Background: an optimization exercise with open tools, aiming at small area, a short achievable clock period and few clock cycles. Do not read the settings as production practice. RTL that was checked went through simulation tests only; none was proved equivalent to the original. Power is estimated from default activity; no workload was simulated.

## simplecpu
module simplecpu (
	input  logic        rst,
	input  logic        clk,
	output logic [9:0]  pc,
	input  logic [15:0] inst,
	output logic [7:0]  d_addr,
	output logic        d_wr,
	output logic [15:0] d_wdata,
	input  logic [15:0] d_rdata,
	output logic        halted);
==> module simplecpu, before the edit <==
module simplecpu (
	input  logic        rst,
	input  logic        clk,
	output logic [9:0]  pc,
	input  logic [15:0] inst,
	output logic [7:0]  d_addr,
	output logic        d_wr,
	output logic [15:0] d_wdata,
	input  logic [15:0] d_rdata,
	output logic        halted);
	logic [9:0]   pc_q;
	logic         f_halt;             
	logic [255:0] regs;               
	logic [15:0]  valid;              
	logic [15:0]  nz;                 
	logic         r_we, r_st, r_halt;
	logic         r_mem, r_not, r_sub, r_dsel, r_loc;
	logic         r_afwd, r_bfwd;     
	logic [3:0]   r_wa;
	logic [15:0]  r_psel, r_qsel;     
	logic [7:0]   r_d;                
	logic         x_we, x_st, x_halt, x_cin;
	logic [3:0]   x_wa;
	logic [15:0]  x_a, x_b;
	logic [15:0]  sum;                
	logic         sum_zero;
	logic [3:0]  op, ra, pa;
	logic [7:0]  d;
	logic        is_jmp, is_jmz, is_halt, is_mem, is_st, is_dsel, is_azero, writes;
	logic        r_hit, x_hit, z_ra, stall, taken, hold, f_ok;
	logic [9:0]  pc_inc, pc_jmp;
	assign op = inst[15:12];
	assign ra = inst[11:8];
	assign d  = inst[7:0];
	assign is_halt  = op[3];
	assign is_jmp   = (op == 4'h7);
	assign is_jmz   = (op == 4'h5);
	assign is_st    = (op[2:0] == 3'h1);
	assign is_mem   = (op[2:0] == 3'h0) | (op[2:0] == 3'h6);                  
	assign is_dsel  = (op[2:0] == 3'h3) | is_st;                             
	assign is_azero = (op[2:0] == 3'h3) | is_mem;                            
	assign writes   = is_mem | (op[2:0] == 3'h2) | (op[2:0] == 3'h3) | (op[2:0] == 3'h4);
	assign pa       = is_st ? ra : inst[7:4];
	assign r_hit = r_we & (r_wa == ra);
	assign x_hit = x_we & (x_wa == ra);
	assign z_ra  = r_hit ? (r_d == 8'h00) : x_hit ? sum_zero : ~nz[ra];
	assign stall = (is_jmz & r_hit & ~r_loc) | (is_mem & r_st);
	assign taken = is_jmp | (is_jmz & z_ra);
	assign hold  = f_halt | is_halt | stall;
	assign f_ok  = ~f_halt & ~is_halt & ~stall;
	pcadd pcadd (.pc(pc_q), .d(d), .pc_inc(pc_inc), .pc_jmp(pc_jmp));
	always_ff @(posedge clk) begin
		if (rst) begin
			pc_q   <= '0;
			f_halt <= 1'b0;
		end else begin
			if (~hold) pc_q <= taken ? pc_jmp : pc_inc;
			if (is_halt) f_halt <= 1'b1;
		end
	end
	logic [15:0] valid_nxt;
	assign valid_nxt = valid | ({15'h0000, x_we} << x_wa);
	always_ff @(posedge clk) begin
		if (rst) begin
			r_we   <= 1'b0;
			r_st   <= 1'b0;
			r_halt <= 1'b0;
		end else begin
			r_we   <= f_ok & ~op[3] & writes;
			r_st   <= f_ok & (op == 4'h1);
			r_halt <= f_halt | is_halt;
		end
	end
	always_ff @(posedge clk) begin
		r_mem   <= is_mem;
		r_not   <= (op[2:0] == 3'h6);
		r_sub   <= (op[2:0] == 3'h4);
		r_loc   <= (op[2:0] == 3'h3);
		r_dsel  <= is_dsel;
		r_psel  <= is_azero ? 16'h0000 : (valid_nxt & (16'h0001 << pa));
		r_qsel  <= valid_nxt & (16'h0001 << inst[3:0]);
		r_wa    <= ra;
		r_d     <= d;
		r_afwd  <= r_we & (r_wa == pa) & ~is_azero;
		r_bfwd  <= r_we & (r_wa == inst[3:0]) & ~is_dsel & ~is_mem;
	end
	logic [7:0] d_addr_q;
	always_ff @(posedge clk)
		d_addr_q <= (r_st & ~rst) ? r_d : d;
	logic [15:0] p_rd, q_rd, a_nxt, b_nxt, b_rd;
	rdmux pmux (.regs(regs), .sel(r_psel), .o(p_rd));
	rdmux qmux (.regs(regs), .sel(r_qsel), .o(q_rd));
	assign b_rd = r_mem  ? ({16{r_not}} ^ d_rdata) :
	              r_dsel ? {8'h00, r_d} : ({16{r_sub}} ^ q_rd);
	mux16 amux (.s(r_afwd), .a(sum), .b(p_rd), .o(a_nxt));
	mux16 bmux (.s(r_bfwd), .a(sum ^ {16{r_sub}}), .b(b_rd), .o(b_nxt));
	always_ff @(posedge clk) begin
		if (rst) begin
			x_we   <= 1'b0;
			x_st   <= 1'b0;
			x_halt <= 1'b0;
		end else begin
			x_we   <= r_we;
			x_st   <= r_st;
			x_halt <= r_halt;
		end
	end
	always_ff @(posedge clk) begin
		x_cin <= r_sub | r_not;
		x_wa  <= r_wa;
		x_a   <= a_nxt;
		x_b   <= b_nxt;
	end
	addsub16 alu (.a(x_a), .bb(x_b), .sub(x_cin), .s(sum), .zero(sum_zero));
	always_ff @(posedge clk) begin
		if (rst) begin
			valid <= '0;
			nz    <= '0;
		end else if (x_we) begin
			valid[x_wa] <= 1'b1;
			nz[x_wa]    <= ~sum_zero;
		end
	end
	genvar g;
	generate
		for (g = 0; g < 16; g = g + 1) begin : rf
			always_ff @(posedge clk)
				if (x_we && x_wa == g) regs[16*g +: 16] <= sum;
		end
	endgenerate
	assign pc      = pc_q;
	assign d_addr  = d_addr_q;
	assign d_wr    = x_st;
	assign d_wdata = x_a;
	assign halted  = x_halt;
endmodule
==> flow/config.mk <==
export PLATFORM = sky130hd
export DESIGN_NAME = simplecpu
export DESIGN_NICKNAME = simplecpu
export VERILOG_FILES = /design/flow/design.v
export SDC_FILE = /design/flow/constraint.sdc
export NUM_CORES = 4
export LEC_CHECK = 0
export CAP_MARGIN = 20
export CORE_MARGIN = 2
export CORE_UTILIZATION = 60
export PLACE_DENSITY = 0.75
export SETUP_SLACK_MARGIN = 4.3
export SLEW_MARGIN = 20
export SYNTH_HIERARCHICAL = 1
==> flow/constraint.sdc <==
create_clock -name core_clock -period 7.0 [get_ports {clk}]
set_input_delay 1.4000 -clock core_clock [delete_from_list [all_inputs] [get_ports {clk}]]
set_output_delay 1.4000 -clock core_clock [all_outputs]
set_load 0.01 [all_outputs]
standard.sh (not shown) runs the stock make flow with config.mk's settings and CLKGATE_MAP_FILE= SYNTH_SCRIPT=/design/flow/synth_recipe.tcl, a recipe that flattens the netlist after the stock synthesis.
==> flow/flow/run.sh <==
#!/bin/bash
# Standard ORFS layout (the standard.sh, synthesis unchanged), except that the
# input/output port buffers are sky130_fd_sc_hd__buf_2 cells instead of the default
# pick (a slow delay buffer). ORFS keeps each step's log under orfs/logs/; make's
# own output goes to standard.log here.
set -euo pipefail
bash standard.sh "BUFFER_PORTS_ARGS=-buffer_cell sky130_fd_sc_hd__buf_2" finish > standard.log 2>&1
Rerun with:
--- a/flow/design.v
+++ b/flow/design.v
@@ -231,14 +231,15 @@
 	always_ff @(posedge clk)
 		d_addr_q <= (r_st & ~rst) ? r_d : d;
 	logic [15:0] p_rd, q_rd, a_nxt, b_nxt, b_rd;
 	rdmux pmux (.regs(regs), .sel(r_psel), .o(p_rd));
 	rdmux qmux (.regs(regs), .sel(r_qsel), .o(q_rd));
-	assign b_rd = r_mem  ? ({16{r_not}} ^ d_rdata) :
-	              r_dsel ? {8'h00, r_d} : ({16{r_sub}} ^ q_rd);
+	assign b_rd = r_mem ? d_rdata : r_dsel ? {8'h00, r_d} : q_rd;
+	logic [15:0] b_sel;
 	mux16 amux (.s(r_afwd), .a(sum), .b(p_rd), .o(a_nxt));
-	mux16 bmux (.s(r_bfwd), .a(sum ^ {16{r_sub}}), .b(b_rd), .o(b_nxt));
+	mux16 bmux (.s(r_bfwd), .a(sum), .b(b_rd), .o(b_sel));
+	assign b_nxt = b_sel ^ {16{r_sub | r_not}};
 	always_ff @(posedge clk) begin
 		if (rst) begin
 			x_we   <= 1'b0;
 			x_st   <= 1'b0;
 			x_halt <= 1'b0;
After rerunning:
- The changed run ran to the end with no violations
- non-clock buffer count falls by 9
- synthesized cell count drops slightly
- routed wire length barely changes
- clock skew is lower by 0.0043 ns
- hold slack is worse by 0.0045 ns
- cell area went down by a few percent
- total power went down slightly
- worst setup slack improves by 0.11 ns
- global-route usage is higher by 0.88 points
- via count is lower slightly
Testbench counts after the change, summed over its fixed seeds: cycles 74,821.
The RTL of the first run of this note was laid out without a check of its function.

---

## run a
simplecpu, a different RTL version from the one above (not shown whole).
Size: ~70 I/O pins, ~18000 sq um of cells after synthesis.
==> module simplecpu, before the edit <==
module simplecpu (
	input  logic        rst,
	input  logic        clk,
	output logic [9:0]  pc,
	input  logic [15:0] inst,
	output logic [7:0]  d_addr,
	output logic        d_wr,
	output logic [15:0] d_wdata,
	input  logic [15:0] d_rdata,
	output logic        halted);
	logic [9:0]   pc_q;
	logic         f_halt;             
	logic [255:0] regs;               
	logic [15:0]  valid;              
	logic [15:0]  nz;                 
	logic         r_we, r_st, r_halt;
	logic         r_mem, r_not, r_sub, r_dsel, r_loc;
	logic         r_afwd, r_bfwd;     
	logic [3:0]   r_wa;
	logic [15:0]  r_psel, r_qsel;     
	logic [7:0]   r_d;                
	logic         x_we, x_st, x_halt, x_cin;
	logic [3:0]   x_wa;
	logic [15:0]  x_a, x_b;
	logic [15:0]  sum;                
	logic         sum_zero;
	logic [3:0]  op, ra, pa;
	logic [7:0]  d;
	logic        is_jmp, is_jmz, is_halt, is_mem, is_st, is_dsel, is_azero, writes;
	logic        r_hit, x_hit, z_ra, stall, taken, hold, f_ok;
	logic [9:0]  pc_inc, pc_jmp;
	assign op = inst[15:12];
	assign ra = inst[11:8];
	assign d  = inst[7:0];
	assign is_halt  = op[3];
	assign is_jmp   = (op == 4'h7);
	assign is_jmz   = (op == 4'h5);
	assign is_st    = (op[2:0] == 3'h1);
	assign is_mem   = (op[2:0] == 3'h0) | (op[2:0] == 3'h6);                  
	assign is_dsel  = (op[2:0] == 3'h3) | is_st;                             
	assign is_azero = (op[2:0] == 3'h3) | is_mem;                            
	assign writes   = is_mem | (op[2:0] == 3'h2) | (op[2:0] == 3'h3) | (op[2:0] == 3'h4);
	assign pa       = is_st ? ra : inst[7:4];
	assign r_hit = r_we & (r_wa == ra);
	assign x_hit = x_we & (x_wa == ra);
	assign z_ra  = r_hit ? (r_mem ? (d_rdata == 16'h0000) : (r_d == 8'h00)) : x_hit ? sum_zero : ~nz[ra];
	assign stall = (is_jmz & r_hit & ~r_loc & ~r_mem) | (is_mem & r_st);
	assign taken = is_jmp | (is_jmz & z_ra);
	assign hold  = f_halt | is_halt | stall;
	assign f_ok  = ~f_halt & ~is_halt & ~stall;
	pcadd pcadd (.pc(pc_q), .d(d), .pc_inc(pc_inc), .pc_jmp(pc_jmp));
	always_ff @(posedge clk) begin
		if (rst) begin
			pc_q   <= '0;
			f_halt <= 1'b0;
		end else begin
			if (~hold) pc_q <= taken ? pc_jmp : pc_inc;
			if (is_halt) f_halt <= 1'b1;
		end
	end
	logic [15:0] valid_nxt;
	assign valid_nxt = valid | ({15'h0000, x_we} << x_wa);
	always_ff @(posedge clk) begin
		if (rst) begin
			r_we   <= 1'b0;
			r_st   <= 1'b0;
			r_halt <= 1'b0;
		end else begin
			r_we   <= f_ok & ~op[3] & writes;
			r_st   <= f_ok & (op == 4'h1);
			r_halt <= f_halt | is_halt;
		end
	end
	always_ff @(posedge clk) begin
		r_mem   <= is_mem;
		r_not   <= (op[2:0] == 3'h6);
		r_sub   <= (op[2:0] == 3'h4);
		r_loc   <= (op[2:0] == 3'h3);
		r_dsel  <= is_dsel;
		r_psel  <= is_azero ? 16'h0000 : (valid_nxt & (16'h0001 << pa));
		r_qsel  <= (is_dsel | is_mem) ? 16'h0000 : (valid_nxt & (16'h0001 << inst[3:0]));
		r_wa    <= ra;
		r_d     <= d;
		r_afwd  <= r_we & (r_wa == pa) & ~is_azero;
		r_bfwd  <= r_we & (r_wa == inst[3:0]) & ~is_dsel & ~is_mem;
	end
	logic [7:0] d_addr_q;
	always_ff @(posedge clk)
		d_addr_q <= (r_st & ~rst) ? r_d : d;
	logic [15:0] p_rd, q_rd, a_nxt, b_nxt, b_rd;
	rdmux pmux (.regs(regs), .sel(r_psel), .o(p_rd));
	rdmux qmux (.regs(regs), .sel(r_qsel), .o(q_rd));
	assign b_rd = q_rd | ({16{r_mem}} & d_rdata) | ({16{r_dsel}} & {8'h00, r_d});
	logic [15:0] b_sel;
	mux16 amux (.s(r_afwd), .a(sum), .b(p_rd), .o(a_nxt));
	mux16 bmux (.s(r_bfwd), .a(sum), .b(b_rd), .o(b_sel));
	assign b_nxt = b_sel ^ {16{r_sub | r_not}};
	always_ff @(posedge clk) begin
		if (rst) begin
			x_we   <= 1'b0;
			x_st   <= 1'b0;
			x_halt <= 1'b0;
		end else begin
			x_we   <= r_we;
			x_st   <= r_st;
			x_halt <= r_halt;
		end
	end
	always_ff @(posedge clk) begin
		x_cin <= r_sub | r_not;
		x_wa  <= r_wa;
		x_a   <= a_nxt;
		x_b   <= b_nxt;
	end
	addsub16 alu (.a(x_a), .bb(x_b), .sub(x_cin), .s(sum), .zero(sum_zero));
	always_ff @(posedge clk) begin
		if (rst) begin
			valid <= '0;
			nz    <= '0;
		end else if (x_we) begin
			valid[x_wa] <= 1'b1;
			nz[x_wa]    <= ~sum_zero;
		end
	end
	genvar g;
	generate
		for (g = 0; g < 16; g = g + 1) begin : rf
			always_ff @(posedge clk)
				if (x_we && x_wa == g) regs[16*g +: 16] <= sum;
		end
	endgenerate
	assign pc      = pc_q;
	assign d_addr  = d_addr_q;
	assign d_wr    = x_st;
	assign d_wdata = x_a;
	assign halted  = x_halt;
endmodule
==> flow/config.mk <==
export PLATFORM = sky130hd
export DESIGN_NAME = simplecpu
export DESIGN_NICKNAME = simplecpu
export VERILOG_FILES = /design/flow/design.v
export SDC_FILE = /design/flow/constraint.sdc
export NUM_CORES = 4
export LEC_CHECK = 0
export CAP_MARGIN = 20
export CORE_MARGIN = 2
export CORE_UTILIZATION = 60
export CTS_CLUSTER_DIAMETER = 150
export CTS_CLUSTER_SIZE = 30
export PLACE_DENSITY = 0.75
export SETUP_SLACK_MARGIN = 4.3
export SLEW_MARGIN = 20
export SYNTH_HIERARCHICAL = 1
==> flow/constraint.sdc <==
create_clock -name core_clock -period 7.0 [get_ports {clk}]
set_input_delay 1.4000 -clock core_clock [delete_from_list [all_inputs] [get_ports {clk}]]
set_output_delay 1.4000 -clock core_clock [all_outputs]
set_load 0.01 [all_outputs]
Scripts as last shown in full above: flow/flow/run.sh
#### Input delta (run b over run a)
diff --git a/flow/design.v b/flow/design.v
--- a/flow/design.v
+++ b/flow/design.v
@@ -183,14 +183,14 @@
 	assign is_dsel  = (op[2:0] == 3'h3) | is_st;                             
 	assign is_azero = (op[2:0] == 3'h3) | is_mem;                            
 	assign writes   = is_mem | (op[2:0] == 3'h2) | (op[2:0] == 3'h3) | (op[2:0] == 3'h4);
 	assign pa       = is_st ? ra : inst[7:4];
 	assign r_hit = r_we & (r_wa == ra);
 	assign x_hit = x_we & (x_wa == ra);
-	assign z_ra  = r_hit ? (r_mem ? (d_rdata == 16'h0000) : (r_d == 8'h00)) : x_hit ? sum_zero : ~nz[ra];
-	assign stall = (is_jmz & r_hit & ~r_loc & ~r_mem) | (is_mem & r_st);
+	assign z_ra  = r_hit ? (r_d == 8'h00) : x_hit ? sum_zero : ~nz[ra];
+	assign stall = (is_jmz & r_hit & ~r_loc) | (is_mem & r_st);
 	assign taken = is_jmp | (is_jmz & z_ra);
 	assign hold  = f_halt | is_halt | stall;
 	assign f_ok  = ~f_halt & ~is_halt & ~stall;
 	pcadd pcadd (.pc(pc_q), .d(d), .pc_inc(pc_inc), .pc_jmp(pc_jmp));
 	always_ff @(posedge clk) begin
 		if (rst) begin
--- outcome ---
Compared with run a, run b is more frugal on power. Run b vs run a — placed instance count dropped slightly. The logic gate share of total power of run b is lower than that of run a. Run b against run a: number of logic inverters in the finished layout saw an increase, synthesized cell count saw a decrease, worst hold slack saw an increase. In terms of internal power consumption, run b and run a differ only marginally. Run b improves on run a in placed wire-length estimate. Run b: register-to-register slack higher than run a. Every stage of the flow completed for run b, and the final layout passed the timing, DRC and antenna checks. Total routed wirelength is higher on run a. Summary of run b over run a: number of setup buffers added after CTS -5, clock power ~0 delta, worst path setup slack after routing +0.19 ns, peak clock frequency supported by timing +about 7%.
Testbench counts of run b, summed over its fixed seeds: cycles 74,821.
Function not checked in run a: the RTL went through the layout flow alone.

-- afterwards: timing with drivers on the ports --
How much do the figures lean on ideal ports? The routed layouts below were timed once more, with nothing changed but the port constraints. Step 1 (the two cells are an assumption about what drives the block):
set clk [get_ports {clk}]
set_driving_cell -lib_cell sky130_fd_sc_hd__clkbuf_16 $clk
set_driving_cell -lib_cell sky130_fd_sc_hd__buf_2 [delete_from_list [all_inputs] $clk]
Step 2 moves the port delays by t, midway between the first and last clock arrival at a register: inputs arrive t later, outputs are due t later. That takes back most of the time a late clock gives input paths. Slacks: ideal ports / drivers / drivers and shift; pairs: ideal ports / drivers.
run	t, ns	setup WS [ns]	worst setup path after step 2	latest minus earliest clock arrival (ns)	worst register clock-pin slew, ns
the first run of note 1	0.592	4.237 / 4.212 / 3.640	input to register	0.023 / 0.022	0.06 / 0.06
the second run of note 1	0.586	4.345 / 4.289 / 3.804	input to register	0.017 / 0.018	0.06 / 0.06
run a	0.582	4.183 / 4.215 / 3.633	input to register	0.026 / 0.026	0.12 / 0.12
run b	0.581	4.368 / 4.315 / 3.869	input to register	0.031 / 0.031	0.12 / 0.12
After both steps every run listed still meets setup and hold. For the first run of note 1, which loses most, drivers alone change the setup slack by -0.025 ns; drivers and shift together by -0.597 ns.
